What follows belongs to an exercise in optimizing a design on an open flow for small area; a production flow would make more cautious choices.
No functional check of the RTL was part of any run shown here.
No activity file was given, so power comes from the tool's default toggle rates.

==> flow/design.v (outline; a module is shown in full before it is edited, if it fits) <==
// module requant_fa: 9 lines
// module requant_ha: 8 lines
// module requant_pp: 6 lines
// module requant: 1614 lines
module requant (
	clk,
	ce,
	rst,
	data_in,
	sync_in,
	gain,
	data_out,
	sync_out,
	addr,
	ovfl
);
  // ...
==> flow/run.sh <==
#!/bin/bash
# synth_recipe.tcl (not shown) runs the flow's synth.tcl, then flattens the netlist and writes it again
# the make line also repeats each setting of config.mk as NAME=value (left out here)
make -C /OpenROAD-flow-scripts/flow DESIGN_CONFIG=/design/flow/config.mk WORK_HOME=/design/flow/orfs CLKGATE_MAP_FILE= SYNTH_SCRIPT=/design/flow/synth_recipe.tcl finish
==> flow/config.mk <==
export PLATFORM = sky130hd
export DESIGN_NAME = requant
export DESIGN_NICKNAME = requant
export VERILOG_FILES = /design/flow/design.v
export SDC_FILE = /design/flow/constraint.sdc
export NUM_CORES = 4
export LEC_CHECK = 0
export CAP_MARGIN = 20
export CORE_MARGIN = 2
export CORE_UTILIZATION = 40
export GPL_TIMING_DRIVEN = 0
export SLEW_MARGIN = 20
export SYNTH_HIERARCHICAL = 1
export SYNTH_MINIMUM_KEEP_SIZE = 0
==> flow/constraint.sdc <==
create_clock -name core_clock -period 7.0 [get_ports {clk}]
set_input_delay 1.4000 -clock core_clock [delete_from_list [all_inputs] [get_ports {clk}]]
set_output_delay 1.4000 -clock core_clock [all_outputs]
set_load 0.01 [all_outputs]
==> reports/results.ini, run 1 <==
[critical_path]
critical_path.endpoint_type=flop
critPathCapture=im_ovp_r
worst_path_max_stage_delay_ns=0.64

[pwr]
peakVddDrop_v=0.000270

[timing]
fmax_mhz=141
setup-tns-final_ns=-0.0725
post-route-min-period_ns=7.07
post-route-worst-setup-slack_ns=-0.0725
setup_viol=1
slew-limit-headroom_pct=47.5
report.final.hold_viol_count=0

[synth]
netlist_instances=933
yosys.area_share.adder_pct=48.4
dominant_combinational_cell_family_by_area_after_synthesis=adder cells
post_synthesis_async_set_or_reset_flop_share_pct=0
synthesis.area_um2=10500

[placed_design]
dp.cells=1349
place_ws_ns=-1.83

[cts]
worstSkewPairLatency_ns=0.33

[routing]
dr.max_layer_used=met4

[floorplan]
initial_utilization_pct=40.5

[min_path]
holdCritStartpoint=sync_fifo[1]

[final_layout]
layout-area-overhead-vs-synth_pct=27.3
layout.non_clock_buffers=163
share_of_post_route_cells_with_drive_strength_above_1_pct=15.4

[outcome]
outcome=failed layout checks
violatedChecks=negative setup slack

[grt]
grt_util_met3_pct=4.03

[flow_run]
cap_violations=0

==> inputs of run 2 (changes only) <==
--- a/flow/design.v
+++ b/flow/design.v
@@ -10,16 +10,35 @@
 module requant_ha (a, b, s, co);
 	input wire a;
 	input wire b;
 	output wire s;
 	output wire co;
 	assign s = a ^ b;
 	assign co = a & b;
 endmodule
+module requant_and2 (a, b, y);
+	input wire a;
+	input wire b;
+	output wire y;
+	assign y = a & b;
+endmodule
+module requant_or2 (a, b, y);
+	input wire a;
+	input wire b;
+	output wire y;
+	assign y = a | b;
+endmodule
+module requant_ao21 (a, b, c, y);
+	input wire a;
+	input wire b;
+	input wire c;
+	output wire y;
+	assign y = (a & b) | c;
+endmodule
 module requant_pp (na, nb, p);
 	input wire na;
 	input wire nb;
 	output wire p;
 	assign p = ~(na | nb);
 endmodule
 module requant (
 	clk,
@@ -431,59 +450,70 @@
 	wire re_s355;
 	wire re_c356;
 	wire re_s357;
 	wire re_c358;
 	wire re_s359;
 	wire re_c360;
 	wire re_s361;
 	wire re_c362;
-	wire re_g363;
-	wire re_p364;
-	wire re_g365;
-	wire re_p366;
-	wire re_g367;
-	wire re_p368;
-	wire re_g369;
-	wire re_p370;
-	wire re_g371;
-	wire re_p372;
-	wire re_g373;
-	wire re_p374;
-	wire re_g375;
-	wire re_p376;
-	wire re_g377;
-	wire re_p378;
-	wire re_g379;
-	wire re_p380;
-	wire re_g381;
-	wire re_p382;
-	wire re_g383;
-	wire re_g384;
-	wire re_g385;
-	wire re_g386;
-	wire re_g387;
-	wire re_g388;
-	wire re_g389;
-	wire re_g390;
-	wire re_g391;
+	wire re_w363;
+	wire re_w364;
+	wire re_w365;
+	wire re_w366;
+	wire re_w367;
+	wire re_w368;
+	wire re_w369;
+	wire re_w370;
+	wire re_w371;
+	wire re_w372;
+	wire re_w373;
+	wire re_w374;
+	wire re_w375;
+	wire re_w376;
+	wire re_w377;
+	wire re_w378;
+	wire re_w379;
+	wire re_w380;
+	wire re_w381;
+	wire re_w382;
+	wire re_w383;
+	wire re_w384;
+	wire re_w385;
+	wire re_w386;
+	wire re_w387;
+	wire re_w388;
+	wire re_w389;
+	wire re_w390;
+	wire re_w391;
 	wire re_s392;
 	wire re_c393;
 	wire re_s394;
 	wire re_c395;
 	wire re_s396;
 	wire re_c397;
 	wire re_s398;
 	wire re_c399;
 	wire re_s400;
 	wire re_c401;
 	wire re_s402;
 	wire re_c403;
 	wire re_s404;
 	wire re_c405;
+	wire re_w406;
+	wire re_w407;
+	wire re_w408;
+	wire re_w409;
+	wire re_w410;
+	wire re_w411;
+	wire re_w412;
+	wire re_w413;
+	wire re_w414;
+	wire re_w415;
+	wire re_w416;
 	requant_pp u_re_p1 (.na(re_an[0]), .nb(gn[0]), .p(re_p1));
 	requant_pp u_re_p2 (.na(re_an[1]), .nb(gn[0]), .p(re_p2));
 	requant_pp u_re_p3 (.na(re_an[2]), .nb(gn[0]), .p(re_p3));
 	requant_pp u_re_p4 (.na(re_an[3]), .nb(gn[0]), .p(re_p4));
 	requant_pp u_re_p5 (.na(re_an[4]), .nb(gn[0]), .p(re_p5));
 	requant_pp u_re_p6 (.na(re_an[5]), .nb(gn[0]), .p(re_p6));
 	requant_pp u_re_p7 (.na(re_an[6]), .nb(gn[0]), .p(re_p7));
 	requant_pp u_re_p8 (.na(re_an[7]), .nb(gn[0]), .p(re_p8));
@@ -721,53 +751,65 @@
 	requant_fa u_re_s347 (.a(re_p98), .b(re_p108), .ci(re_p117), .s(re_s347), .co(re_c348));
 	requant_fa u_re_s349 (.a(re_p125), .b(re_p132), .ci(re_c324), .s(re_s349), .co(re_c350));
 	requant_fa u_re_s351 (.a(re_c326), .b(re_c328), .ci(re_s343), .s(re_s351), .co(re_c352));
 	requant_fa u_re_s353 (.a(re_s345), .b(re_s347), .ci(re_c330), .s(re_s353), .co(re_c354));
 	requant_fa u_re_s355 (.a(re_c332), .b(re_s349), .ci(re_s351), .s(re_s355), .co(re_c356));
 	requant_fa u_re_s357 (.a(re_c334), .b(re_s353), .ci(re_c336), .s(re_s357), .co(re_c358));
 	requant_fa u_re_s359 (.a(re_s355), .b(re_c338), .ci(re_s357), .s(re_s359), .co(re_c360));
 	requant_ha u_re_s361 (.a(re_c340), .b(re_s359), .s(re_s361), .co(re_c362));
-	assign re_g363 = re_p1 & re_c[0];
-	assign re_p364 = re_p1 | re_c[0];
-	assign re_g365 = re_s133 & re_c[1];
-	assign re_p366 = re_s133 | re_c[1];
-	assign re_g367 = re_c[2] & re_s137;
-	assign re_p368 = re_c[2] | re_s137;
-	assign re_g369 = re_s141 & re_s143;
-	assign re_p370 = re_s141 | re_s143;
-	assign re_g371 = re_s151 & re_s149;
-	assign re_p372 = re_s151 | re_s149;
-	assign re_g373 = re_s159 & re_s161;
-	assign re_p374 = re_s159 | re_s161;
-	assign re_g375 = re_s171 & re_s173;
-	assign re_p376 = re_s171 | re_s173;
-	assign re_g377 = re_s185 & re_s187;
-	assign re_p378 = re_s185 | re_s187;
-	assign re_g379 = re_s201 & re_s203;
-	assign re_p380 = re_s201 | re_s203;
-	assign re_g381 = re_c204 & re_s221;
-	assign re_p382 = re_c204 | re_s221;
-	assign re_g383 = re_g365 | (re_p366 & re_g363);
-	assign re_g384 = re_g367 | (re_p368 & re_g383);
-	assign re_g385 = re_g369 | (re_p370 & re_g384);
-	assign re_g386 = re_g371 | (re_p372 & re_g385);
-	assign re_g387 = re_g373 | (re_p374 & re_g386);
-	assign re_g388 = re_g375 | (re_p376 & re_g387);
-	assign re_g389 = re_g377 | (re_p378 & re_g388);
-	assign re_g390 = re_g379 | (re_p380 & re_g389);
-	assign re_g391 = re_g381 | (re_p382 & re_g390);
+	requant_and2 u_re_w363 (.a(re_p1), .b(re_c[0]), .y(re_w363));
+	requant_or2 u_re_w364 (.a(re_p1), .b(re_c[0]), .y(re_w364));
+	requant_and2 u_re_w365 (.a(re_s133), .b(re_c[1]), .y(re_w365));
+	requant_or2 u_re_w366 (.a(re_s133), .b(re_c[1]), .y(re_w366));
+	requant_and2 u_re_w367 (.a(re_c[2]), .b(re_s137), .y(re_w367));
+	requant_or2 u_re_w368 (.a(re_c[2]), .b(re_s137), .y(re_w368));
+	requant_and2 u_re_w369 (.a(re_s141), .b(re_s143), .y(re_w369));
+	requant_or2 u_re_w370 (.a(re_s141), .b(re_s143), .y(re_w370));
+	requant_and2 u_re_w371 (.a(re_s151), .b(re_s149), .y(re_w371));
+	requant_or2 u_re_w372 (.a(re_s151), .b(re_s149), .y(re_w372));
+	requant_and2 u_re_w373 (.a(re_s159), .b(re_s161), .y(re_w373));
+	requant_or2 u_re_w374 (.a(re_s159), .b(re_s161), .y(re_w374));
+	requant_and2 u_re_w375 (.a(re_s171), .b(re_s173), .y(re_w375));
+	requant_or2 u_re_w376 (.a(re_s171), .b(re_s173), .y(re_w376));
+	requant_and2 u_re_w377 (.a(re_s185), .b(re_s187), .y(re_w377));
+	requant_or2 u_re_w378 (.a(re_s185), .b(re_s187), .y(re_w378));
+	requant_and2 u_re_w379 (.a(re_s201), .b(re_s203), .y(re_w379));
+	requant_or2 u_re_w380 (.a(re_s201), .b(re_s203), .y(re_w380));
+	requant_and2 u_re_w381 (.a(re_c204), .b(re_s221), .y(re_w381));
+	requant_or2 u_re_w382 (.a(re_c204), .b(re_s221), .y(re_w382));
+	requant_ao21 u_re_w383 (.a(re_w366), .b(re_w363), .c(re_w365), .y(re_w383));
+	requant_ao21 u_re_w384 (.a(re_w368), .b(re_w383), .c(re_w367), .y(re_w384));
+	requant_ao21 u_re_w385 (.a(re_w370), .b(re_w384), .c(re_w369), .y(re_w385));
+	requant_ao21 u_re_w386 (.a(re_w372), .b(re_w385), .c(re_w371), .y(re_w386));
+	requant_ao21 u_re_w387 (.a(re_w374), .b(re_w386), .c(re_w373), .y(re_w387));
+	requant_ao21 u_re_w388 (.a(re_w376), .b(re_w387), .c(re_w375), .y(re_w388));
+	requant_ao21 u_re_w389 (.a(re_w378), .b(re_w388), .c(re_w377), .y(re_w389));
+	requant_ao21 u_re_w390 (.a(re_w380), .b(re_w389), .c(re_w379), .y(re_w390));
+	requant_ao21 u_re_w391 (.a(re_w382), .b(re_w390), .c(re_w381), .y(re_w391));
 	requant_ha u_re_s392 (.a(re_s239), .b(re_s241), .s(re_s392), .co(re_c393));
 	requant_fa u_re_s394 (.a(re_c242), .b(re_s261), .ci(re_c393), .s(re_s394), .co(re_c395));
 	requant_fa u_re_s396 (.a(re_c262), .b(re_s281), .ci(re_c395), .s(re_s396), .co(re_c397));
 	requant_ha u_re_s398 (.a(re_c282), .b(re_s301), .s(re_s398), .co(re_c399));
 	requant_fa u_re_s400 (.a(re_c302), .b(re_s321), .ci(re_c399), .s(re_s400), .co(re_c401));
 	requant_fa u_re_s402 (.a(re_c322), .b(re_s341), .ci(re_c401), .s(re_s402), .co(re_c403));
 	requant_fa u_re_s404 (.a(re_c342), .b(re_s361), .ci(re_c403), .s(re_s404), .co(re_c405));
-	wire re_ovp = (g[1] & re_po[16]) | (g[2] & re_po[15]) | (g[3] & re_po[14]) | (g[4] & re_po[13]) | (g[5] & re_po[12]) | (g[6] & re_po[11]) | (g[7] & re_po[10]) | (g[8] & re_po[9]) | (g[9] & re_po[8]) | (g[10] & re_po[7]) | re_c344 | re_c346 | re_c348 | re_c350 | re_c352 | re_c354 | re_c356 | re_c358 | re_c360 | re_c362 | re_c405;
+	requant_or2 u_re_w406 (.a(re_c344), .b(re_c346), .y(re_w406));
+	requant_or2 u_re_w407 (.a(re_c348), .b(re_w406), .y(re_w407));
+	requant_or2 u_re_w408 (.a(re_ovhi), .b(re_c350), .y(re_w408));
+	requant_or2 u_re_w409 (.a(re_w407), .b(re_c352), .y(re_w409));
+	requant_or2 u_re_w410 (.a(re_w408), .b(re_w409), .y(re_w410));
+	requant_or2 u_re_w411 (.a(re_c354), .b(re_w410), .y(re_w411));
+	requant_or2 u_re_w412 (.a(re_c356), .b(re_w411), .y(re_w412));
+	requant_or2 u_re_w413 (.a(re_w412), .b(re_c358), .y(re_w413));
+	requant_or2 u_re_w414 (.a(re_w413), .b(re_c360), .y(re_w414));
+	requant_or2 u_re_w415 (.a(re_w414), .b(re_c362), .y(re_w415));
+	requant_or2 u_re_w416 (.a(re_w415), .b(re_c405), .y(re_w416));
+	wire re_ovhi = (g[1] & re_po[16]) | (g[2] & re_po[15]) | (g[3] & re_po[14]) | (g[4] & re_po[13]) | (g[5] & re_po[12]) | (g[6] & re_po[11]) | (g[7] & re_po[10]) | (g[8] & re_po[9]) | (g[9] & re_po[8]) | (g[10] & re_po[7]);
+	wire re_ovp = re_w416;
 	wire im_s = data_in[17];
 	wire [16:0] im_an = ~(data_in[16:0] ^ {17{im_s}});    
 	wire [16:0] im_a = ~im_an;
 	wire [10:0] im_c = gm1 & {11{im_s & gnz}};
 	wire [16:0] im_po;    
 	assign im_po[16] = im_a[16];
 	assign im_po[15] = im_po[16] | im_a[15];
 	assign im_po[14] = im_po[15] | im_a[14];
@@ -1142,59 +1184,70 @@
 	wire im_s355;
 	wire im_c356;
 	wire im_s357;
 	wire im_c358;
 	wire im_s359;
 	wire im_c360;
 	wire im_s361;
 	wire im_c362;
-	wire im_g363;
-	wire im_p364;
-	wire im_g365;
-	wire im_p366;
-	wire im_g367;
-	wire im_p368;
-	wire im_g369;
-	wire im_p370;
-	wire im_g371;
-	wire im_p372;
-	wire im_g373;
-	wire im_p374;
-	wire im_g375;
-	wire im_p376;
-	wire im_g377;
-	wire im_p378;
-	wire im_g379;
-	wire im_p380;
-	wire im_g381;
-	wire im_p382;
-	wire im_g383;
-	wire im_g384;
-	wire im_g385;
-	wire im_g386;
-	wire im_g387;
-	wire im_g388;
-	wire im_g389;
-	wire im_g390;
-	wire im_g391;
+	wire im_w363;
+	wire im_w364;
+	wire im_w365;
+	wire im_w366;
+	wire im_w367;
+	wire im_w368;
+	wire im_w369;
+	wire im_w370;
+	wire im_w371;
+	wire im_w372;
+	wire im_w373;
+	wire im_w374;
+	wire im_w375;
+	wire im_w376;
+	wire im_w377;
+	wire im_w378;
+	wire im_w379;
+	wire im_w380;
+	wire im_w381;
+	wire im_w382;
+	wire im_w383;
+	wire im_w384;
+	wire im_w385;
+	wire im_w386;
+	wire im_w387;
+	wire im_w388;
+	wire im_w389;
+	wire im_w390;
+	wire im_w391;
 	wire im_s392;
 	wire im_c393;
 	wire im_s394;
 	wire im_c395;
 	wire im_s396;
 	wire im_c397;
 	wire im_s398;
 	wire im_c399;
 	wire im_s400;
 	wire im_c401;
 	wire im_s402;
 	wire im_c403;
 	wire im_s404;
 	wire im_c405;
+	wire im_w406;
+	wire im_w407;
+	wire im_w408;
+	wire im_w409;
+	wire im_w410;
+	wire im_w411;
+	wire im_w412;
+	wire im_w413;
+	wire im_w414;
+	wire im_w415;
+	wire im_w416;
 	requant_pp u_im_p1 (.na(im_an[0]), .nb(gn[0]), .p(im_p1));
 	requant_pp u_im_p2 (.na(im_an[1]), .nb(gn[0]), .p(im_p2));
 	requant_pp u_im_p3 (.na(im_an[2]), .nb(gn[0]), .p(im_p3));
 	requant_pp u_im_p4 (.na(im_an[3]), .nb(gn[0]), .p(im_p4));
 	requant_pp u_im_p5 (.na(im_an[4]), .nb(gn[0]), .p(im_p5));
 	requant_pp u_im_p6 (.na(im_an[5]), .nb(gn[0]), .p(im_p6));
 	requant_pp u_im_p7 (.na(im_an[6]), .nb(gn[0]), .p(im_p7));
 	requant_pp u_im_p8 (.na(im_an[7]), .nb(gn[0]), .p(im_p8));
@@ -1432,53 +1485,65 @@
 	requant_fa u_im_s347 (.a(im_p98), .b(im_p108), .ci(im_p117), .s(im_s347), .co(im_c348));
 	requant_fa u_im_s349 (.a(im_p125), .b(im_p132), .ci(im_c324), .s(im_s349), .co(im_c350));
 	requant_fa u_im_s351 (.a(im_c326), .b(im_c328), .ci(im_s343), .s(im_s351), .co(im_c352));
 	requant_fa u_im_s353 (.a(im_s345), .b(im_s347), .ci(im_c330), .s(im_s353), .co(im_c354));
 	requant_fa u_im_s355 (.a(im_c332), .b(im_s349), .ci(im_s351), .s(im_s355), .co(im_c356));
 	requant_fa u_im_s357 (.a(im_c334), .b(im_s353), .ci(im_c336), .s(im_s357), .co(im_c358));
 	requant_fa u_im_s359 (.a(im_s355), .b(im_c338), .ci(im_s357), .s(im_s359), .co(im_c360));
 	requant_ha u_im_s361 (.a(im_c340), .b(im_s359), .s(im_s361), .co(im_c362));
-	assign im_g363 = im_p1 & im_c[0];
-	assign im_p364 = im_p1 | im_c[0];
-	assign im_g365 = im_s133 & im_c[1];
-	assign im_p366 = im_s133 | im_c[1];
-	assign im_g367 = im_c[2] & im_s137;
-	assign im_p368 = im_c[2] | im_s137;
-	assign im_g369 = im_s141 & im_s143;
-	assign im_p370 = im_s141 | im_s143;
-	assign im_g371 = im_s151 & im_s149;
-	assign im_p372 = im_s151 | im_s149;
-	assign im_g373 = im_s159 & im_s161;
-	assign im_p374 = im_s159 | im_s161;
-	assign im_g375 = im_s171 & im_s173;
-	assign im_p376 = im_s171 | im_s173;
-	assign im_g377 = im_s185 & im_s187;
-	assign im_p378 = im_s185 | im_s187;
-	assign im_g379 = im_s201 & im_s203;
-	assign im_p380 = im_s201 | im_s203;
-	assign im_g381 = im_c204 & im_s221;
-	assign im_p382 = im_c204 | im_s221;
-	assign im_g383 = im_g365 | (im_p366 & im_g363);
-	assign im_g384 = im_g367 | (im_p368 & im_g383);
-	assign im_g385 = im_g369 | (im_p370 & im_g384);
-	assign im_g386 = im_g371 | (im_p372 & im_g385);
-	assign im_g387 = im_g373 | (im_p374 & im_g386);
-	assign im_g388 = im_g375 | (im_p376 & im_g387);
-	assign im_g389 = im_g377 | (im_p378 & im_g388);
-	assign im_g390 = im_g379 | (im_p380 & im_g389);
-	assign im_g391 = im_g381 | (im_p382 & im_g390);
+	requant_and2 u_im_w363 (.a(im_p1), .b(im_c[0]), .y(im_w363));
+	requant_or2 u_im_w364 (.a(im_p1), .b(im_c[0]), .y(im_w364));
+	requant_and2 u_im_w365 (.a(im_s133), .b(im_c[1]), .y(im_w365));
+	requant_or2 u_im_w366 (.a(im_s133), .b(im_c[1]), .y(im_w366));
+	requant_and2 u_im_w367 (.a(im_c[2]), .b(im_s137), .y(im_w367));
+	requant_or2 u_im_w368 (.a(im_c[2]), .b(im_s137), .y(im_w368));
+	requant_and2 u_im_w369 (.a(im_s141), .b(im_s143), .y(im_w369));
+	requant_or2 u_im_w370 (.a(im_s141), .b(im_s143), .y(im_w370));
+	requant_and2 u_im_w371 (.a(im_s151), .b(im_s149), .y(im_w371));
+	requant_or2 u_im_w372 (.a(im_s151), .b(im_s149), .y(im_w372));
+	requant_and2 u_im_w373 (.a(im_s159), .b(im_s161), .y(im_w373));
+	requant_or2 u_im_w374 (.a(im_s159), .b(im_s161), .y(im_w374));
+	requant_and2 u_im_w375 (.a(im_s171), .b(im_s173), .y(im_w375));
+	requant_or2 u_im_w376 (.a(im_s171), .b(im_s173), .y(im_w376));
+	requant_and2 u_im_w377 (.a(im_s185), .b(im_s187), .y(im_w377));
+	requant_or2 u_im_w378 (.a(im_s185), .b(im_s187), .y(im_w378));
+	requant_and2 u_im_w379 (.a(im_s201), .b(im_s203), .y(im_w379));
+	requant_or2 u_im_w380 (.a(im_s201), .b(im_s203), .y(im_w380));
+	requant_and2 u_im_w381 (.a(im_c204), .b(im_s221), .y(im_w381));
+	requant_or2 u_im_w382 (.a(im_c204), .b(im_s221), .y(im_w382));
+	requant_ao21 u_im_w383 (.a(im_w366), .b(im_w363), .c(im_w365), .y(im_w383));
+	requant_ao21 u_im_w384 (.a(im_w368), .b(im_w383), .c(im_w367), .y(im_w384));
+	requant_ao21 u_im_w385 (.a(im_w370), .b(im_w384), .c(im_w369), .y(im_w385));
+	requant_ao21 u_im_w386 (.a(im_w372), .b(im_w385), .c(im_w371), .y(im_w386));
+	requant_ao21 u_im_w387 (.a(im_w374), .b(im_w386), .c(im_w373), .y(im_w387));
+	requant_ao21 u_im_w388 (.a(im_w376), .b(im_w387), .c(im_w375), .y(im_w388));
+	requant_ao21 u_im_w389 (.a(im_w378), .b(im_w388), .c(im_w377), .y(im_w389));
+	requant_ao21 u_im_w390 (.a(im_w380), .b(im_w389), .c(im_w379), .y(im_w390));
+	requant_ao21 u_im_w391 (.a(im_w382), .b(im_w390), .c(im_w381), .y(im_w391));
 	requant_ha u_im_s392 (.a(im_s239), .b(im_s241), .s(im_s392), .co(im_c393));
 	requant_fa u_im_s394 (.a(im_c242), .b(im_s261), .ci(im_c393), .s(im_s394), .co(im_c395));
 	requant_fa u_im_s396 (.a(im_c262), .b(im_s281), .ci(im_c395), .s(im_s396), .co(im_c397));
 	requant_ha u_im_s398 (.a(im_c282), .b(im_s301), .s(im_s398), .co(im_c399));
 	requant_fa u_im_s400 (.a(im_c302), .b(im_s321), .ci(im_c399), .s(im_s400), .co(im_c401));
 	requant_fa u_im_s402 (.a(im_c322), .b(im_s341), .ci(im_c401), .s(im_s402), .co(im_c403));
 	requant_fa u_im_s404 (.a(im_c342), .b(im_s361), .ci(im_c403), .s(im_s404), .co(im_c405));
-	wire im_ovp = (g[1] & im_po[16]) | (g[2] & im_po[15]) | (g[3] & im_po[14]) | (g[4] & im_po[13]) | (g[5] & im_po[12]) | (g[6] & im_po[11]) | (g[7] & im_po[10]) | (g[8] & im_po[9]) | (g[9] & im_po[8]) | (g[10] & im_po[7]) | im_c344 | im_c346 | im_c348 | im_c350 | im_c352 | im_c354 | im_c356 | im_c358 | im_c360 | im_c362 | im_c405;
+	requant_or2 u_im_w406 (.a(im_c344), .b(im_c346), .y(im_w406));
+	requant_or2 u_im_w407 (.a(im_c348), .b(im_w406), .y(im_w407));
+	requant_or2 u_im_w408 (.a(im_ovhi), .b(im_c350), .y(im_w408));
+	requant_or2 u_im_w409 (.a(im_w407), .b(im_c352), .y(im_w409));
+	requant_or2 u_im_w410 (.a(im_w408), .b(im_w409), .y(im_w410));
+	requant_or2 u_im_w411 (.a(im_c354), .b(im_w410), .y(im_w411));
+	requant_or2 u_im_w412 (.a(im_c356), .b(im_w411), .y(im_w412));
+	requant_or2 u_im_w413 (.a(im_w412), .b(im_c358), .y(im_w413));
+	requant_or2 u_im_w414 (.a(im_w413), .b(im_c360), .y(im_w414));
+	requant_or2 u_im_w415 (.a(im_w414), .b(im_c362), .y(im_w415));
+	requant_or2 u_im_w416 (.a(im_w415), .b(im_c405), .y(im_w416));
+	wire im_ovhi = (g[1] & im_po[16]) | (g[2] & im_po[15]) | (g[3] & im_po[14]) | (g[4] & im_po[13]) | (g[5] & im_po[12]) | (g[6] & im_po[11]) | (g[7] & im_po[10]) | (g[8] & im_po[9]) | (g[9] & im_po[8]) | (g[10] & im_po[7]);
+	wire im_ovp = im_w416;
 	reg re_cin_r;
 	reg re_r10_0;
 	reg re_r11_0;
 	reg re_r12_0;
 	reg re_k13_r;
 	reg re_r13_0;
 	reg re_r14_0;
 	reg re_r15_0;
@@ -1493,28 +1558,28 @@
 	reg im_r13_0;
 	reg im_r14_0;
 	reg im_r15_0;
 	reg im_r16_0;
 	reg im_s_r;
 	reg im_ovp_r;
 	always @(posedge clk)
 		if (ce) begin
-			re_cin_r <= re_g391;
+			re_cin_r <= re_w391;
 			re_r10_0 <= re_s392;
 			re_r11_0 <= re_s394;
 			re_r12_0 <= re_s396;
 			re_k13_r <= re_c397;
 			re_r13_0 <= re_s398;
 			re_r14_0 <= re_s400;
 			re_r15_0 <= re_s402;
 			re_r16_0 <= re_s404;
 			re_s_r <= re_s;
 			re_ovp_r <= re_ovp;
-			im_cin_r <= im_g391;
+			im_cin_r <= im_w391;
 			im_r10_0 <= im_s392;
 			im_r11_0 <= im_s394;
 			im_r12_0 <= im_s396;
 			im_k13_r <= im_c397;
 			im_r13_0 <= im_s398;
 			im_r14_0 <= im_s400;
 			im_r15_0 <= im_s402;
 			im_r16_0 <= im_s404;
==> flow/flow/run.sh (new file) <==
#!/bin/bash
# Standard ORFS layout, with plain buf_1 cells as the port buffers.
set -euo pipefail
bash standard.sh "BUFFER_PORTS_ARGS=-buffer_cell sky130_fd_sc_hd__buf_1" finish > make_finish.log 2>&1
==> flow/standard.sh (new file) <==
#!/bin/bash
# synth_recipe.tcl (not shown) runs the flow's synth.tcl, then flattens the netlist and writes it again
# the make line also repeats each setting of config.mk as NAME=value (left out here)
make -C /OpenROAD-flow-scripts/flow DESIGN_CONFIG=/design/flow/config.mk WORK_HOME=/design/flow/orfs CLKGATE_MAP_FILE= SYNTH_SCRIPT=/design/flow/synth_recipe.tcl "${@:-finish}"
removed: flow/run.sh
==> run 2 against run 1 <==
  * Now clean on timing, DRC and antenna
  * Critical path depth stayed put
  * First-iteration DRC count shrank 23%
  * Flip-flop and latch count is the same
  * Combinational power fell by about 10%
  * Final cell count decreased by 2.4%
  * Clock-buffer cell count shrank 1
  * Via count shrank 4.4%
  * Synthesized cell count is 3.6% higher
  * Non-clock buffer count fell by 64
  * Die area grew 2.2%
  * Critical path type unchanged
  * Largest power group unchanged
==> reports/results.ini, run 2 <==
[critical_path]
worstSetupStartpoint=data_in[17]  ; was data_in[12]
worst_path_max_stage_delay_ns=0.51  ; was 0.64 ns
worst-setup-path-type=in -> reg  ; unchanged
critical_path.endpoint_type=flop  ; unchanged
r2r-start=im_cin_r  ; unchanged
crit_fanout=11  ; was 3
crit_arrival_ns=6.91  ; was 7.07 ns
critical-path-top-cell-by-count=fa_1  ; unchanged
crit_path_top_delay_cell=fa_1  ; was clkdlybuf4s50_1
crit_path_cell_chain=clkbuf_2 -> buf_6 -> clkbuf_4 -> buf_8 -> xnor2_4 -> nor2_1 -> fa_1 -> fa_1 -> fa_1 -> fa_1 -> fa_1 -> ha_1 -> ha_1 -> fa_1 -> fa_1 -> fa_1 -> or2_1  ; was clkdlybuf4s50_1 -> xnor2_4 -> nor2_1 -> fa_1 -> fa_1 -> fa_1 -> fa_1 -> fa_1 -> ha_1 -> ha_1 -> fa_1 -> fa_1 -> fa_2 -> nor4_1 -> nand3_1 -> nor4_2 -> nand4_1
crit_required_ns=7.09  ; was 7.00 ns
start_kind=input port  ; unchanged

[routing]
drt_pre_antenna_iters=4  ; was 5
detail_route.wl_per_cell_um=16.9  ; was 18.0 µm
routed_wirelength_um=23700  ; was 26000 µm
drt_antenna_net_count=0  ; unchanged
drt-vias-per-instance=5.20  ; was 5.31
detail_route.drc_violations=0  ; unchanged
first_iter_violations=400  ; was 518
vias=7324  ; was 7662

[synth]
synth_fp_nets=1296  ; was 1262
yosys-top-cells-area=fa_1, edfxtp_1, nor2_1  ; unchanged
netlist-cell-type-count=46  ; was 41
ys_seq_area_share_pct=23.9  ; was 24.4%
postSynthAreaPerCell_um2=11.1  ; was 11.3 µm²
synth_edf_count=73  ; unchanged
synth.most_common_cell=nor2_1  ; unchanged
ys.warnings.count=7  ; unchanged
ys_top_cells_by_count=nor2_1, fa_1, edfxtp_1, ha_1, xnor2_1  ; unchanged
ys_ff_latch=92  ; unchanged
post_synthesis_async_set_or_reset_flop_share_pct=0  ; unchanged
post-synth-top-area-cell=fa_1  ; unchanged
share_of_the_synthesized_area_in_the_top_cell_type_pct=39.0  ; was 39.9%
netlist_instances=967  ; was 933
ys.flop_type=edfxtp_1  ; unchanged
synthesis.area_um2=10800  ; was 10500 µm²

[cts]
clock_slew_at_the_register_clock_pins_of_the_worst_setup_and_hold_paths_ns=0.07  ; about the same
clk_path_buf_depth=2  ; unchanged
tritoncts=yes  ; unchanged
post_cts_buffers=0  ; was 71
cts.root.buffer_cell=clkbuf_16  ; unchanged
clkSinkCount=92  ; unchanged
worstSkewPairLatency_ns=0.35  ; was 0.33 ns
htree_levels=3  ; unchanged
tritoncts.num_buffers=9  ; unchanged
hold_buf_count_cts=0  ; unchanged

[final_layout]
multiInputGateArea_um2=8370  ; was 8320 µm²
layout.cells.non_filler=1408  ; was 1442
final_cell_mix=nor2_1, fa_1, buf_1  ; was nor2_1, fa_1, edfxtp_1
final.fill_count=2463  ; was 2277
antenna_cells=0  ; was 1
mostFrequentLayoutCell=nor2_1  ; unchanged
finish.net_count=1391  ; was 1430
biggestRegsByFlops=st2: 17 flops, st3: 17 flops, st4: 17 flops  ; unchanged
layout-area-overhead-vs-synth_pct=13.5  ; was 27.3%
final-seq-area_um2=2570  ; unchanged
share_of_post_route_cells_with_drive_strength_above_1_pct=6.37  ; was 15.4%

[grt]
largest_net_degree_at_the_start_of_global_routing=36  ; was 59
top_usage_layer=met2  ; unchanged
grt_pass1_vias=7836  ; was 8290
use_met1_pct=23.9  ; was 27.3%
grt_first_pass_wirelength_um=39200  ; was 43000 µm
grt_overflow=0  ; unchanged
grt_antenna_before_repair=0  ; was 1
global_route.usage.met2_pct=29.6  ; was 31.0%
grt_util_met3_pct=2.28  ; was 4.03%
grtUsageTotal_pct=17.6  ; was 19.5%

[timing]
post-route-min-period_ns=6.82  ; was 7.07 ns
grt_setup_unrepaired=no  ; was yes
fmax_mhz=147  ; was 141 MHz
report.final.hold_viol_count=0  ; unchanged
clock_skew_ns=0.00834  ; was 0.00615 ns
finalMaxSlewViolations=0  ; unchanged
fin_crit_sh_pct=97.4  ; was 101%
max_slew.worst_pin.slew_ns=1.05  ; was 0.784 ns
setup_viol=0  ; was 1
slew-limit-headroom_pct=29.8  ; was 47.5%

[floorplan]
placementRows=60  ; was 59
fp.coreArea_um2=26700  ; was 26000 µm²
die_width_um=168  ; was 166 µm
fp.dieArea_um2=28200  ; was 27600 µm²
top_level_ports=80  ; unchanged
die_height_um=168  ; was 166 µm
initial_utilization_pct=40.3  ; was 40.5%

[placed_design]
place.port_buffers=79  ; unchanged
hpwl_um=17600  ; was 18100 µm
gp_congestion=0.824  ; was 0.834
dp.cells=1392  ; was 1349

[pwr]
power.total_mw=3.98  ; was 4.23 mW
p_leak_nw=5.31  ; was 5.75 nW
power.density_cell_area_nw_per_um2=326  ; was 316 nW/µm²
peakVddDrop_v=0.000247  ; was 0.000270 V

[outcome]
outcome=timing/DRC/antenna clean  ; was failed layout checks

[min_path]
worst_hold_path_type=reg -> reg  ; unchanged
holdCritStartpoint=sync_fifo[3]  ; was sync_fifo[1]

[flow_run]
cap_violations=0  ; unchanged

==> run 2: cell count changes after synthesis, sizes merged, moves of 11 or more <==
cell   before  now
a21o       14   30
and2       17   39
inv        22   11
o21ai      17    4
or2         0   40
==> run 2: cell families after synthesis <==
logic type / share of synthesized area [%]
xor+xnor: 4.64
compound gates: 3.95
mux: 0.488
buf+inv: 1.21
simple gates: 18.9
flops: 23.9
fa+ha+maj: 46.9
==> run 2: final timing paths <==
kind / end / slack, ns / cells past startpoint
setup reg to reg: st2[3] / 3.89 / 10
hold reg to reg: sync_fifo[2] / 0.33 / 0
setup / recovery: im_ovp_r / 0.18 / 17
hold / removal: sync_fifo[2] / 0.33 / 0
==> run 2: per-layer routing <==
metal / wire, µm / up-vias / part of all wire, %
li1: - / 3370 / -
met1: 10500 / 3692 / 44
met2: 11500 / 220 / 48
met3: 1240 / 42 / 5.2
met4: 562 / 0 / 2.4
met5: 0 / - / 0
==> run 2: power by group <==
| part | internal, mW | switching (mW) | total (mW) |
|---|---|---|---|
| Combinational | 1.20 | 1.32 | 2.52 |
| Clock | 0.272 | 0.220 | 0.493 |
| Sequential | 0.926 | 0.0394 | 0.966 |
==> run 2: what timing repair did <==
action	4_1_cts	5_1_grt
cloned	0	0
endpoints found under the setup margin	4	4
resized for setup	13	26
==> run 2: final cells by class <==
type                       instances  area share [%]
buffer                            15           0.880
clock buffer                      10            2.05
clock inverter                     6           0.512
inverter                          11           0.338
multi-input combinational        849            68.5
sequential                        92            21.0
tap                              341            3.49
timing repair buffer              84            3.18
==> run 2: through the flow <==
step                      cell area, µm²  TNS, ns  util [%]  hold slack [ns]  setup slack (ns)
final                              12200        0      45.7            0.328             0.181
after global placement             11500    -2.65      43.0            0.313            -0.739
after detailed placement           11600    -2.90      43.4            0.316            -0.781
after CTS                          12000  -0.0385      44.9            0.332           -0.0385
after floorplan                    10800        0         -            0.310             0.170
after global routing               12200        0      45.7            0.339            0.0194
==> run 2: critical path: cells and delay by family <==
| family | cells | cell delay, ns |
|---|---|---|
| XOR/XNOR | 1 | 0.40 |
| buffers and inverters | 4 | 0.81 |
| AND/OR/NAND/NOR | 2 | 0.37 |
| adder cells (fa/ha/maj) | 10 | 3.92 |
==> run 2: per-module statistics from Yosys, one instance, submodules excluded <==
module	flops+latches	copies in the design	cell area [µm²]	cells inside
requant_ao21	0	18	7.51	1
requant_fa	0	210	20.0	1
requant_or2	0	40	6.26	1
requant_pp	0	264	3.75	1
requant	92	1	4460	367
requant_ha	0	48	12.5	1
requant_and2	0	20	6.26	1
==> inputs of run 3 (changes only) <==
--- a/flow/config.mk
+++ b/flow/config.mk
@@ -10,3 +10,2 @@
 export CORE_UTILIZATION = 40
-export GPL_TIMING_DRIVEN = 0
 export SLEW_MARGIN = 20
==> run 3 against run 2 <==
  * Still clean on timing, DRC and antenna
  * Critical path depth shrank 3
  * Area after synthesis is the same
  * Fmax grew 3.4%
  * Worst setup slack gained 0.22 ns
  * Core utilization rose by 0.052 points
  * Cell area grew 0.11%
  * Synthesized cell count did not move
  * Critical endpoint unchanged
  * Highest routed layer unchanged
==> reports/results.ini, run 3 <==
[synth]
synthesis.area_um2=10800  ; unchanged
ys.warnings.count=7  ; unchanged
ys_top_cells_by_count=nor2_1, fa_1, edfxtp_1, ha_1, xnor2_1  ; unchanged
post_synthesis_async_set_or_reset_flop_share_pct=0  ; unchanged
dominant_combinational_cell_family_by_area_after_synthesis=adder cells  ; unchanged
ys.flop_type=edfxtp_1  ; unchanged
post-synth-top-area-cell=fa_1  ; unchanged
synth.most_common_cell=nor2_1  ; unchanged
netlist_instances=967  ; unchanged
ys_seq_area_share_pct=23.9  ; unchanged
synth_edf_count=73  ; unchanged
muxShareOfSynthArea_pct=0.488  ; unchanged
synth_fp_nets=1296  ; unchanged
synthesized_area_fraction_occupied_by_ao_oa_aoi_and_oai_cells_pct=3.95  ; unchanged
netlist-cell-type-count=46  ; unchanged
yosys-top-cells-area=fa_1, edfxtp_1, nor2_1  ; unchanged
synth_simple_gate_area_share_pct=18.9  ; unchanged
synth_xor_xnor_area_share_pct=4.64  ; unchanged
yosys.area_share.adder_pct=46.9  ; unchanged
share_of_the_synthesized_area_in_the_top_cell_type_pct=39.0  ; unchanged
postSynthAreaPerCell_um2=11.1  ; unchanged
ys_ff_latch=92  ; unchanged

[floorplan]
die_height_um=168  ; unchanged
die_width_um=168  ; unchanged
top_level_ports=80  ; unchanged
placementRows=60  ; unchanged
fp.coreArea_um2=26700  ; unchanged
fp.dieArea_um2=28200  ; unchanged
initial_utilization_pct=40.3  ; unchanged

[routing]
drt_antenna_net_count=0  ; unchanged
routed-wl-met2_um=11200  ; was 11500 µm
detail_route.wl_per_cell_um=16.5  ; was 16.9 µm
met3WireLength_um=1080  ; was 1240 µm
detail_route.drc_violations=0  ; unchanged
first_iter_violations=523  ; was 400
routed_wirelength_um=24000  ; was 23700 µm
route.layer.met1.wl_um=11300  ; was 10500 µm
drt_pre_antenna_iters=5  ; was 4
vias=7381  ; was 7324
drt-vias-per-instance=5.08  ; was 5.20
dr.max_layer_used=met4  ; unchanged

[critical_path]
critical_path.endpoint_type=flop  ; unchanged
worst-r2r-setup-slack_ns=3.91  ; was 3.89 ns
crit_fanout=9  ; was 11
crit_path_cell_chain=clkbuf_2 -> xnor2_1 -> nor2_1 -> fa_1 -> fa_1 -> fa_1 -> fa_1 -> fa_1 -> ha_1 -> ha_1 -> fa_1 -> fa_1 -> fa_1 -> or2_1  ; was clkbuf_2 -> buf_6 -> clkbuf_4 -> buf_8 -> xnor2_4 -> nor2_1 -> fa_1 -> fa_1 -> fa_1 -> fa_1 -> fa_1 -> ha_1 -> ha_1 -> fa_1 -> fa_1 -> fa_1 -> or2_1
worst_path_max_stage_delay_ns=0.81  ; was 0.51 ns
kind_of_cell_with_the_highest_combined_delay_on_the_critical_path=adder cells  ; unchanged
crit_required_ns=7.11  ; was 7.09 ns
critical-path-top-cell-by-count=fa_1  ; unchanged
start_kind=input port  ; unchanged
worst-setup-path-type=in -> reg  ; unchanged
ff2ff_path_depth=10  ; unchanged
worst-path-buf-inv=1  ; was 4
crit_arrival_ns=6.71  ; was 6.91 ns
crit_path_top_delay_cell=xnor2_1  ; was fa_1
timing.rr.end=st2[15]  ; was st2[3]
r2r-start=re_r10_0  ; was im_cin_r

[cts]
tritoncts=yes  ; unchanged
tritoncts.num_buffers=9  ; unchanged
worstSkewPairLatency_ns=0.35  ; about the same
htree_levels=3  ; unchanged
cts_resized=0  ; was 13
hold_buf_count_cts=0  ; unchanged
post_cts_buffers=0  ; unchanged
cts.root.buffer_cell=clkbuf_16  ; unchanged
clk_path_buf_depth=2  ; unchanged
clkSinkCount=92  ; unchanged
clock_slew_at_the_register_clock_pins_of_the_worst_setup_and_hold_paths_ns=0.08  ; was 0.07 ns

[timing]
fmax_mhz=152  ; was 147 MHz
max_slew.worst_pin.slew_ns=0.904  ; was 1.05 ns
grt_setup_unrepaired=no  ; unchanged
report.final.hold_viol_count=0  ; unchanged
clock_skew_ns=0.00869  ; was 0.00834 ns
slew-limit-headroom_pct=39.3  ; was 29.8%
setup-tns-final_ns=0  ; unchanged
fin_crit_sh_pct=94.3  ; was 97.4%
post-route-min-period_ns=6.60  ; was 6.82 ns
hold_slack_ns=0.330  ; was 0.328 ns
post-route-worst-setup-slack_ns=0.402  ; was 0.181 ns
finalMaxSlewViolations=0  ; unchanged
setup_viol=0  ; unchanged

[min_path]
holdCritStartpoint=sync_fifo[1]  ; was sync_fifo[3]
worst_hold_path_type=reg -> reg  ; unchanged
min_delay_path_depth=0  ; unchanged
holdPathEnd=sync_fifo[0]  ; was sync_fifo[2]

[final_layout]
post-route-util_pct=45.8  ; was 45.7%
finish.net_count=1435  ; was 1391
final_cell_mix=nor2_1, fa_1, buf_1  ; unchanged
stdcell_area_um2=12200  ; about the same
biggestRegsByFlops=st2: 17 flops, st3: 17 flops, st4: 17 flops  ; unchanged
share_of_post_route_cells_with_drive_strength_above_1_pct=8.10  ; was 6.37%
mostFrequentLayoutCell=nor2_1  ; unchanged
layout-area-overhead-vs-synth_pct=13.6  ; was 13.5%
final.fill_count=2550  ; was 2463

[grt]
grtUsageTotal_pct=18.2  ; was 17.6%
grt_pass1_vias=7758  ; was 7836
largest_net_degree_at_the_start_of_global_routing=61  ; was 36
grt_first_pass_wirelength_um=40500  ; was 39200 µm
grt_antenna_before_repair=1  ; was 0
grt_overflow=0  ; unchanged

[placed_design]
place_ws_ns=0.0259  ; was -0.781 ns
gp_congestion=0.882  ; was 0.824
hpwl_um=19600  ; was 17600 µm
place.port_buffers=79  ; unchanged
place_area_um2=11900  ; was 11600 µm²

[outcome]
outcome=timing/DRC/antenna clean  ; unchanged

[pwr]
power.density_cell_area_nw_per_um2=328  ; was 326 nW/µm²
p_leak_nw=5.39  ; was 5.31 nW
peakVddDrop_v=0.000294  ; was 0.000247 V

[flow_run]
cap_violations=0  ; unchanged

[run 3: modules after synthesis (local to each module, per instance)]
module | flip-flops and latches | cell area (µm²) | copies in the design | cells inside
requant | 92 | 4460 | 1 | 367
requant_and2 | 0 | 6.26 | 20 | 1
requant_ao21 | 0 | 7.51 | 18 | 1
requant_fa | 0 | 20.0 | 210 | 1
requant_ha | 0 | 12.5 | 48 | 1
requant_or2 | 0 | 6.26 | 40 | 1
requant_pp | 0 | 3.75 | 264 | 1
[run 3: area by class of cell]
class	count	area [µm²]	share of cell area (%)
tap	341	427	3.49
timing repair buffer	143	832	6.80
sequential	92	2570	21.0
inverter	11	41.3	0.337
antenna	1	2.50	0.0204
multi-input combinational	849	8070	65.9
clock inverter	7	71.3	0.583
clock buffer	9	225	1.84
[run 3: logic make-up after synthesis]
| kind of cell | count (synthesis) |
|---|---|
| xor gates and xnor gates | 57 |
| adders and majority gates | 278 |
| buffers and inverters | 26 |
| and+or+nand+nor | 449 |
| AOI/OAI and AO/OA | 60 |
| muxes | 5 |
| DFF | 92 |
[run 3: per-layer routing]
layer	vias to the layer above	track usage [%]
li1	3441	-
met1	3698	26.5
met2	215	29.0
met3	27	2.07
met4	0	5.36
met5	-	0
[run 3: where the power goes]
group / switching, mW / internal (mW) / leakage (nW) / total, mW
registers: 0.0413 / 0.926 / 0.872 / 0.967
clock network: 0.236 / 0.254 / 0.148 / 0.490
logic: 1.33 / 1.23 / 4.37 / 2.55
[run 3: how the worst max path moves through the flow]
| stage | slack [ns] | depth (start not counted) | end | start |
|---|---|---|---|---|
| 6_report | 0.40 | 14 | im_ovp_r | data_in[17] |
| 5_1_grt | 0.17 | 14 | im_ovp_r | data_in[17] |
| 4_1_cts | 0.41 | 14 | im_ovp_r | data_in[17] |
| 3_5_place_dp | 0.03 | 14 | im_ovp_r | data_in[17] |
| 3_3_place_gp | 0.06 | 14 | im_ovp_r | data_in[17] |
| 2_1_floorplan | 0.17 | 16 | im_ovp_r | data_in[17] |
[run 3: through the flow]
stage / power [mW] / std cells
2_1_floorplan: 2.85 / 967
3_3_place_gp: 3.50 / 1436
3_5_place_dp: 3.58 / 1436
4_1_cts: 4.12 / 1452
5_1_grt: 4.56 / 1453
6_report: 4.01 / 1453
==> inputs of run 4 (changes only) <==
--- a/flow/config.mk
+++ b/flow/config.mk
@@ -7,2 +7,3 @@
 export LEC_CHECK = 0
+export ABC_AREA = 1
 export CAP_MARGIN = 20
@@ -10,2 +11,3 @@
 export CORE_UTILIZATION = 40
+export GPL_TIMING_DRIVEN = 0
 export SLEW_MARGIN = 20
==> run 4 against run 3 <==
  * Still clean
  * Power up 6.5%
  * Non-clock buffer count is 47 lower
  * Routed wire length grew 1.5%
==> reports/results.ini, run 4 <==
[synth]
ys.flop_type=edfxtp_1  ; unchanged
synthesis.area_um2=11100  ; was 10800 µm²
share_of_the_synthesized_area_in_the_top_cell_type_pct=37.8  ; was 39.0%
post-synth-top-area-cell=fa_1  ; unchanged
synth_edf_count=73  ; unchanged
ys_top_cells_by_count=nor2_1, nand2_1, fa_1, inv_1, edfxtp_1  ; was nor2_1, fa_1, edfxtp_1, ha_1, xnor2_1
ys_seq_area_share_pct=23.2  ; was 23.9%
netlist_instances=1184  ; was 967
post_synthesis_async_set_or_reset_flop_share_pct=0  ; unchanged
yosys-top-cells-area=fa_1, edfxtp_1, nor2_1  ; unchanged
postSynthAreaPerCell_um2=9.38  ; was 11.1 µm²
ys_ff_latch=92  ; unchanged
ys.warnings.count=7  ; unchanged
netlist-cell-type-count=27  ; was 46
synth.most_common_cell=nor2_1  ; unchanged
synth_fp_nets=1513  ; was 1296

[routing]
drt_antenna_net_count=0  ; unchanged
detail_route.drc_violations=0  ; unchanged
vias=7987  ; was 7381
detail_route.wl_per_cell_um=14.7  ; was 16.5 µm
drt_pre_antenna_iters=5  ; unchanged
first_iter_violations=435  ; was 523
routed_wirelength_um=24400  ; was 24000 µm
drt-vias-per-instance=4.81  ; was 5.08

[critical_path]
critical_path.endpoint_type=flop  ; unchanged
start_kind=input port  ; unchanged
crit_required_ns=7.05  ; was 7.11 ns
worst-setup-path-type=in -> reg  ; unchanged
crit_arrival_ns=6.80  ; was 6.71 ns
crit_fanout=10  ; was 9

[final_layout]
layout-area-overhead-vs-synth_pct=13.7  ; was 13.6%
finish.net_count=1607  ; was 1435
mostFrequentLayoutCell=nor2_1  ; unchanged
biggestRegsByFlops=st2: 17 flops, st3: 17 flops, st4: 17 flops  ; unchanged
final.fill_count=2656  ; was 2550
antenna_cells=0  ; was 1
stdcell_area_um2=12600  ; was 12200 µm²
share_of_post_route_cells_with_drive_strength_above_1_pct=5.07  ; was 8.10%
final_cell_mix=nor2_1, nand2_1, fa_1  ; was nor2_1, fa_1, buf_1

[timing]
report.final.hold_viol_count=0  ; unchanged
post-route-worst-setup-slack_ns=0.253  ; was 0.402 ns
grt_setup_unrepaired=no  ; unchanged
finalMaxSlewViolations=0  ; unchanged
setup_viol=0  ; unchanged
max_slew.worst_pin.slew_ns=1.12  ; was 0.904 ns
post-route-min-period_ns=6.75  ; was 6.60 ns
fin_crit_sh_pct=96.4  ; was 94.3%
clock_skew_ns=0.00828  ; was 0.00869 ns
slew-limit-headroom_pct=25.0  ; was 39.3%
fmax_mhz=148  ; was 152 MHz

[placed_design]
place.port_buffers=79  ; unchanged
gp_congestion=0.831  ; was 0.882
place_area_um2=12000  ; was 11900 µm²
hpwl_um=18600  ; was 19600 µm
place_ws_ns=-0.606  ; was 0.0259 ns

[flow_run]
cap_violations=0  ; unchanged

[cts]
clk_path_buf_depth=2  ; unchanged
post_cts_buffers=0  ; unchanged
tritoncts=yes  ; unchanged
cts.root.buffer_cell=clkbuf_16  ; unchanged
hold_buf_count_cts=0  ; unchanged
cts_resized=16  ; was 0
worstSkewPairLatency_ns=0.33  ; was 0.35 ns
htree_levels=3  ; unchanged
clock_slew_at_the_register_clock_pins_of_the_worst_setup_and_hold_paths_ns=0.07  ; was 0.08 ns
tritoncts.num_buffers=9  ; unchanged
clkSinkCount=92  ; unchanged

[pwr]
p_leak_nw=6.15  ; was 5.39 nW
peakVddDrop_v=0.000342  ; was 0.000294 V
power.density_cell_area_nw_per_um2=338  ; was 328 nW/µm²
power.total_mw=4.27  ; was 4.01 mW

[outcome]
outcome=timing/DRC/antenna clean  ; unchanged

[floorplan]
die_height_um=171  ; was 168 µm
placementRows=61  ; was 60
top_level_ports=80  ; unchanged
fp.dieArea_um2=29100  ; was 28200 µm²
initial_utilization_pct=40.3  ; about the same
die_width_um=171  ; was 168 µm
fp.coreArea_um2=27600  ; was 26700 µm²

[grt]
grt_first_pass_wirelength_um=39700  ; was 40500 µm
largest_net_degree_at_the_start_of_global_routing=37  ; was 61
grt_antenna_before_repair=0  ; was 1
grtUsageTotal_pct=17.4  ; was 18.2%
grt_pass1_vias=7970  ; was 7758
grt_overflow=0  ; unchanged

[min_path]
worst_hold_path_type=reg -> reg  ; unchanged

## run 4: changes by cell type after synthesis, sizes merged, moves of 6 or more
cell   previous run  this run
nor2b            11         0
inv              11       170
nor3              8         2
xor2             12        20
a21o             30         0
or2              40         2
nand2            12       219
nand3             6        14
xnor2            45        27
and2             39         0
o21ai             4        12
## run 4: where the power goes
part | internal [mW] | switching, mW
clock network | 0.289 | 0.198
logic | 1.26 | 1.56
registers | 0.927 | 0.0351
total | 2.47 | 1.80
## run 4: worst paths after layout
check | from | to | slack [ns] | cells after the start
worst max-delay path | data_in[35] | re_ovp_r | 0.25 | 16
worst min-delay path | sync_fifo[2] | sync_fifo[1] | 0.33 | 0
worst max register to register | im_cin_r | st2[6] | 4.00 | 11
worst min register to register | sync_fifo[2] | sync_fifo[1] | 0.33 | 0
## run 4: worst max-delay path, stage by stage
cell and delay (ns):
buf_1 0.18, buf_6 0.20, xnor2_1 0.77, nor2_1 0.14
fa_1 0.51, fa_1 0.41, fa_1 0.46, fa_1 0.51
fa_1 0.42, ha_1 0.29, ha_1 0.20, fa_1 0.38
fa_1 0.38, fa_1 0.37, inv_1 0.06, nand2_1 0.11
## run 4: stage by stage
stage          setup TNS (ns)  hold slack, ns  util (%)  cells
3_3_place_gp            -2.58           0.310      43.1   1641
4_1_cts                     0           0.331      45.0   1661
2_1_floorplan               0           0.310         -   1184
5_1_grt                     0           0.333      45.8   1661
6_report                    0           0.327      45.8   1661
3_5_place_dp            -2.66           0.313      43.5   1645
## run 4: per-layer routing
metal	part of all wire (%)	up-vias	track usage (%)	routed length, µm
met2	49	264	29.8	12000
met4	1.9	0	5.05	467
li1	-	3776	-	-
met5	0	-	0	0
met1	43	3914	23.1	10500
met3	5.8	33	2.17	1400
## run 4: layout make-up
class | count | area (µm²) | share of cell area [%]
timing repair buffer | 83 | 380 | 3.01
clock buffer | 12 | 279 | 2.21
clock inverter | 4 | 35.0 | 0.278
sequential | 92 | 2570 | 20.4
buffer | 13 | 95.1 | 0.753
tap | 378 | 473 | 3.75
inverter | 170 | 641 | 5.07
multi-input combinational | 909 | 8150 | 64.5
## run 4: per-module statistics from Yosys, one instance, submodules excluded
module | times used | cells | area [µm²] | flops+latches
requant_or2 | 40 | 3 | 11.3 | 0
requant_ha | 48 | 1 | 12.5 | 0
requant_fa | 210 | 1 | 20.0 | 0
requant_pp | 264 | 1 | 3.75 | 0
requant_and2 | 20 | 2 | 7.51 | 0
requant | 1 | 448 | 4510 | 92
requant_ao21 | 18 | 3 | 11.3 | 0
## run 4: cell families after synthesis
| group | after synthesis | synth area share, % |
|---|---|---|
| flops | 92 | 23.2 |
| compound gates | 31 | 1.49 |
| xor+xnor | 47 | 3.71 |
| fa+ha+maj | 278 | 45.5 |
| buf+inv | 183 | 6.49 |
| simple gates | 553 | 19.7 |
==> inputs of run 5 (changes only) <==
--- a/flow/config.mk
+++ b/flow/config.mk
@@ -7,3 +7,2 @@
 export LEC_CHECK = 0
-export ABC_AREA = 1
 export CAP_MARGIN = 20
@@ -11,2 +10,3 @@
 export CORE_UTILIZATION = 40
+export CTS_BUF_LIST = sky130_fd_sc_hd__clkbuf_8
 export GPL_TIMING_DRIVEN = 0
==> run 5 against run 4 <==
  * Register-to-register slack worse by 0.12 ns
  * Synthesized cell count down 18%
  * Clock skew grew 0.0036 ns
  * First-iteration DRC count shrank 9.0%
  * Via count is 8.5% lower
  * Clock-buffer cell count is 3 lower
  * Worst setup slack got worse by 0.12 ns
  * Global-route usage grew 0.076 points
  * Power down 9.5%
  * Critical path depth is the same
  * Core utilization shrank 0.56 points
  * Die area shrank 3.0%
  * Critical path type unchanged
==> reports/results.ini, run 5 <==
[critical_path]
worst_path_max_stage_delay_ns=0.67  ; was 0.77 ns
crit_fanout=11  ; was 10
timing.rr.end=st2[3]  ; was st2[6]
crit_required_ns=7.12  ; was 7.05 ns
critical_path.endpoint_type=flop  ; unchanged
crit_arrival_ns=6.98  ; was 6.80 ns
worst-path-stages=16  ; unchanged
worst-setup-path-type=in -> reg  ; unchanged
worst-path-buf-inv=3  ; unchanged
crit_path_top_delay_cell=xnor2_2  ; was xnor2_1
worst-r2r-setup-slack_ns=3.88  ; was 4.00 ns
start_kind=input port  ; unchanged
r2r-start=im_cin_r  ; unchanged
ff2ff_path_depth=10  ; was 11
critical-path-top-cell-by-count=fa_1  ; unchanged
kind_of_cell_with_the_highest_combined_delay_on_the_critical_path=adder cells  ; unchanged
crit_path_cell_chain=clkbuf_2 -> buf_6 -> clkbuf_4 -> xnor2_2 -> nor2_1 -> fa_1 -> fa_1 -> fa_1 -> fa_1 -> fa_1 -> ha_1 -> ha_1 -> fa_1 -> fa_1 -> fa_1 -> or2_1  ; was buf_1 -> buf_6 -> xnor2_1 -> nor2_1 -> fa_1 -> fa_1 -> fa_1 -> fa_1 -> fa_1 -> ha_1 -> ha_1 -> fa_1 -> fa_1 -> fa_1 -> inv_1 -> nand2_1

[placed_design]
dp.cells=1392  ; was 1645
hpwl_um=17600  ; was 18600 µm
place.port_buffers=79  ; unchanged
place_ws_ns=-0.781  ; was -0.606 ns
gp_congestion=0.824  ; was 0.831

[timing]
report.final.hold_viol_count=0  ; unchanged
post-route-min-period_ns=6.86  ; was 6.75 ns
slew-limit-headroom_pct=28.4  ; was 25.0%
fin_crit_sh_pct=98.0  ; was 96.4%
post-route-worst-setup-slack_ns=0.137  ; was 0.253 ns
setup_viol=0  ; unchanged
setup-tns-final_ns=0  ; unchanged
finalMaxSlewViolations=0  ; unchanged
max_slew.worst_pin.slew_ns=1.07  ; was 1.12 ns
clock_skew_ns=0.0119  ; was 0.00828 ns
fmax_mhz=146  ; was 148 MHz
grt_setup_unrepaired=no  ; unchanged

[final_layout]
antenna_cells=0  ; unchanged
biggestRegsByFlops=st2: 17 flops, st3: 17 flops, st4: 17 flops  ; unchanged
finish.net_count=1391  ; was 1607
share_of_post_route_cells_with_drive_strength_above_1_pct=6.19  ; was 5.07%
layout-area-overhead-vs-synth_pct=12.3  ; was 13.7%
layout.cells.non_filler=1408  ; was 1661
post-route-util_pct=45.3  ; was 45.8%
final_cell_mix=nor2_1, fa_1, buf_1  ; was nor2_1, nand2_1, fa_1
mostFrequentLayoutCell=nor2_1  ; unchanged

[cts]
htree_levels=3  ; unchanged
tritoncts=yes  ; unchanged
clk_path_buf_depth=2  ; unchanged
clkSinkCount=92  ; unchanged
clock_slew_at_the_register_clock_pins_of_the_worst_setup_and_hold_paths_ns=0.09  ; was 0.07 ns
cts.root.buffer_cell=clkbuf_8  ; was clkbuf_16
worstSkewPairLatency_ns=0.37  ; was 0.33 ns
tritoncts.num_buffers=9  ; unchanged

[grt]
grt_antenna_before_repair=0  ; unchanged
grt_pass1_vias=7801  ; was 7970
grtUsageTotal_pct=17.4  ; about the same
grt_first_pass_wirelength_um=38900  ; was 39700 µm
grt_overflow=0  ; unchanged
largest_net_degree_at_the_start_of_global_routing=36  ; was 37

[routing]
routed_wirelength_um=23700  ; was 24400 µm
drt-vias-per-instance=5.19  ; was 4.81
detail_route.drc_violations=0  ; unchanged
drt_antenna_net_count=0  ; unchanged
first_iter_violations=396  ; was 435
drt_pre_antenna_iters=5  ; unchanged
detail_route.wl_per_cell_um=16.8  ; was 14.7 µm
vias=7311  ; was 7987

[synth]
post_synthesis_async_set_or_reset_flop_share_pct=0  ; unchanged
ys_top_cells_by_count=nor2_1, fa_1, edfxtp_1, ha_1, xnor2_1  ; was nor2_1, nand2_1, fa_1, inv_1, edfxtp_1
share_of_the_synthesized_area_in_the_top_cell_type_pct=39.0  ; was 37.8%
ys_seq_area_share_pct=23.9  ; was 23.2%
ys.flop_type=edfxtp_1  ; unchanged
netlist_instances=967  ; was 1184
yosys-top-cells-area=fa_1, edfxtp_1, nor2_1  ; unchanged
postSynthAreaPerCell_um2=11.1  ; was 9.38 µm²
ys_ff_latch=92  ; unchanged
ys.warnings.count=7  ; unchanged
synth.most_common_cell=nor2_1  ; unchanged
netlist-cell-type-count=46  ; was 27
synth_fp_nets=1296  ; was 1513
post-synth-top-area-cell=fa_1  ; unchanged
synth_edf_count=73  ; unchanged
synthesis.area_um2=10800  ; was 11100 µm²

[min_path]
min_delay_path_depth=0  ; unchanged
holdPathEnd=sync_fifo[0]  ; was sync_fifo[1]
holdCritStartpoint=sync_fifo[1]  ; was sync_fifo[2]
worst_hold_path_type=reg -> reg  ; unchanged

[floorplan]
fp.dieArea_um2=28200  ; was 29100 µm²
die_width_um=168  ; was 171 µm
die_height_um=168  ; was 171 µm
placementRows=60  ; was 61
top_level_ports=80  ; unchanged
fp.coreArea_um2=26700  ; was 27600 µm²
initial_utilization_pct=40.3  ; about the same

[flow_run]
cap_violations=0  ; unchanged

[pwr]
p_leak_nw=5.25  ; was 6.15 nW
peakVddDrop_v=0.000248  ; was 0.000342 V
power.total_mw=3.87  ; was 4.27 mW
power.density_cell_area_nw_per_um2=320  ; was 338 nW/µm²

[outcome]
outcome=timing/DRC/antenna clean  ; unchanged

==> run 5: cell types whose count changed after synthesis, moves of 8 or more <==
cell	before	now
a21o_1	0	30
and2_1	0	38
inv_1	169	11
nand2_1	214	12
nor2b_1	0	11
o21ai_0	12	4
or2_1	2	40
xnor2_1	27	45
xor2_1	20	12
==> run 5: cells by family (layout without fill, tap and decap cells) <==
kind of cell / Yosys count / in the layout / synth area share (%)
buf+inv: 26 / 126 / 1.21
compound gates: 60 / 60 / 3.95
fa+ha+maj: 278 / 278 / 46.9
xor+xnor: 57 / 57 / 4.64
simple gates: 449 / 449 / 18.9
flops: 92 / 92 / 23.9
mux: 5 / 5 / 0.488
==> run 5: how the worst max path moves through the flow <==
stage / from / endpoint / slack [ns]
5_1_grt: data_in[17] / im_ovp_r / 0.001
3_5_place_dp: data_in[17] / im_ovp_r / -0.78
4_1_cts: data_in[17] / im_ovp_r / -0.003
3_3_place_gp: data_in[17] / im_ovp_r / -0.74
2_1_floorplan: data_in[17] / im_ovp_r / 0.17
6_report: data_in[17] / im_ovp_r / 0.14
==> run 5: power by group <==
part | total, mW | internal (mW) | switching, mW | leakage [nW]
sequential | 0.965 | 0.925 | 0.0398 | 0.872
clock | 0.379 | 0.175 | 0.204 | 0.111
combinational | 2.52 | 1.20 | 1.32 | 4.27
total | 3.87 | 2.30 | 1.56 | 5.25
==> run 5: layer usage <==
| metal | GRT usage, % | share of wire, % | up-vias |
|---|---|---|---|
| met4 | 5.13 | 2.3 | 0 |
| li1 | - | - | 3356 |
| met2 | 29.3 | 48 | 214 |
| met3 | 2.33 | 4.7 | 39 |
| met5 | 0 | 0 | - |
| met1 | 23.8 | 45 | 3702 |
==> run 5: final cells by class <==
| class | instances | area (µm²) |
|---|---|---|
| Clock inverter | 7 | 92.6 |
| Clock buffer | 9 | 124 |
| Buffer | 15 | 104 |
| Timing Repair Buffer | 84 | 389 |
| Tap cell | 341 | 427 |
| Fill cell | 2477 | 14600 |
| Sequential cell | 92 | 2570 |
| Multi-Input combinational cell | 849 | 8350 |
| Inverter | 11 | 41.3 |
==> run 5: repair_timing <==
action | CTS | global route
pin swaps | 0 | 0
setup endpoints to repair | 4 | 3
buffers inserted | 0 | 0
hold buffers | 0 | 0
gates resized for setup | 13 | 22
==> run 5: worst register-to-register path, cell delays in order (launching register included) <==
cell,delay (ns)
edfxtp_1,0.39
ha_1,0.21
ha_1,0.18
ha_1,0.19
fa_1,0.36
ha_1,0.19
ha_1,0.18
ha_1,0.17
nor2_1,0.54
nor2_1,0.25
a21o_1,0.22
==> run 5: per-stage QoR <==
step | hold slack [ns] | area [µm²]
floorplan | 0.310 | 10800
global placement | 0.313 | 11500
detailed placement | 0.316 | 11600
CTS | 0.340 | 11900
global route | 0.346 | 12100
finish | 0.335 | 12100
==> run 5: per-module statistics from Yosys (local to each module, per instance) <==
module	area [µm²]	flip-flops and latches	times used	cells inside
requant	4460	92	1	367
requant_and2	6.26	0	20	1
requant_ao21	7.51	0	18	1
requant_fa	20.0	0	210	1
requant_ha	12.5	0	48	1
requant_or2	6.26	0	40	1
requant_pp	3.75	0	264	1

afterwards: timing with drivers on the ports:
How much do the figures lean on ideal ports? The routed layouts below were timed once more, with nothing changed but the port constraints. Step 1 assumes that a clkbuf_16 drives the clock port and a buf_2 every other input. Step 2 adds t to the input delays and takes it off the output delays; t is the mean of the earliest and latest rising clock arrival at the registers after step 1. Input paths then give back, and output paths get back, about the clock's delay inside the block. a / b / c = ideal ports / drivers / drivers and shift; a / b = the first two.
run	shift t [ns]	slack for setup (ns)	worst hold slack (ns)
run 1	0.367	-0.072 / -0.067 / -0.434	0.327 / 0.327 / 0.327
run 2	0.385	0.181 / 0.196 / -0.189	0.328 / 0.328 / 0.328
run 3	0.386	0.402 / 0.422 / 0.036	0.330 / 0.330 / 0.330
run 4	0.368	0.253 / 0.271 / -0.097	0.327 / 0.327 / 0.327
run 5	0.398	0.137 / 0.144 / -0.254	0.335 / 0.335 / 0.335
With both steps, setup timing fails in run 2, run 4 and run 5, where it was met with ideal ports. The setup slack of run 5, which loses most, moves by +0.007 ns with the drivers and by -0.391 ns with both steps.
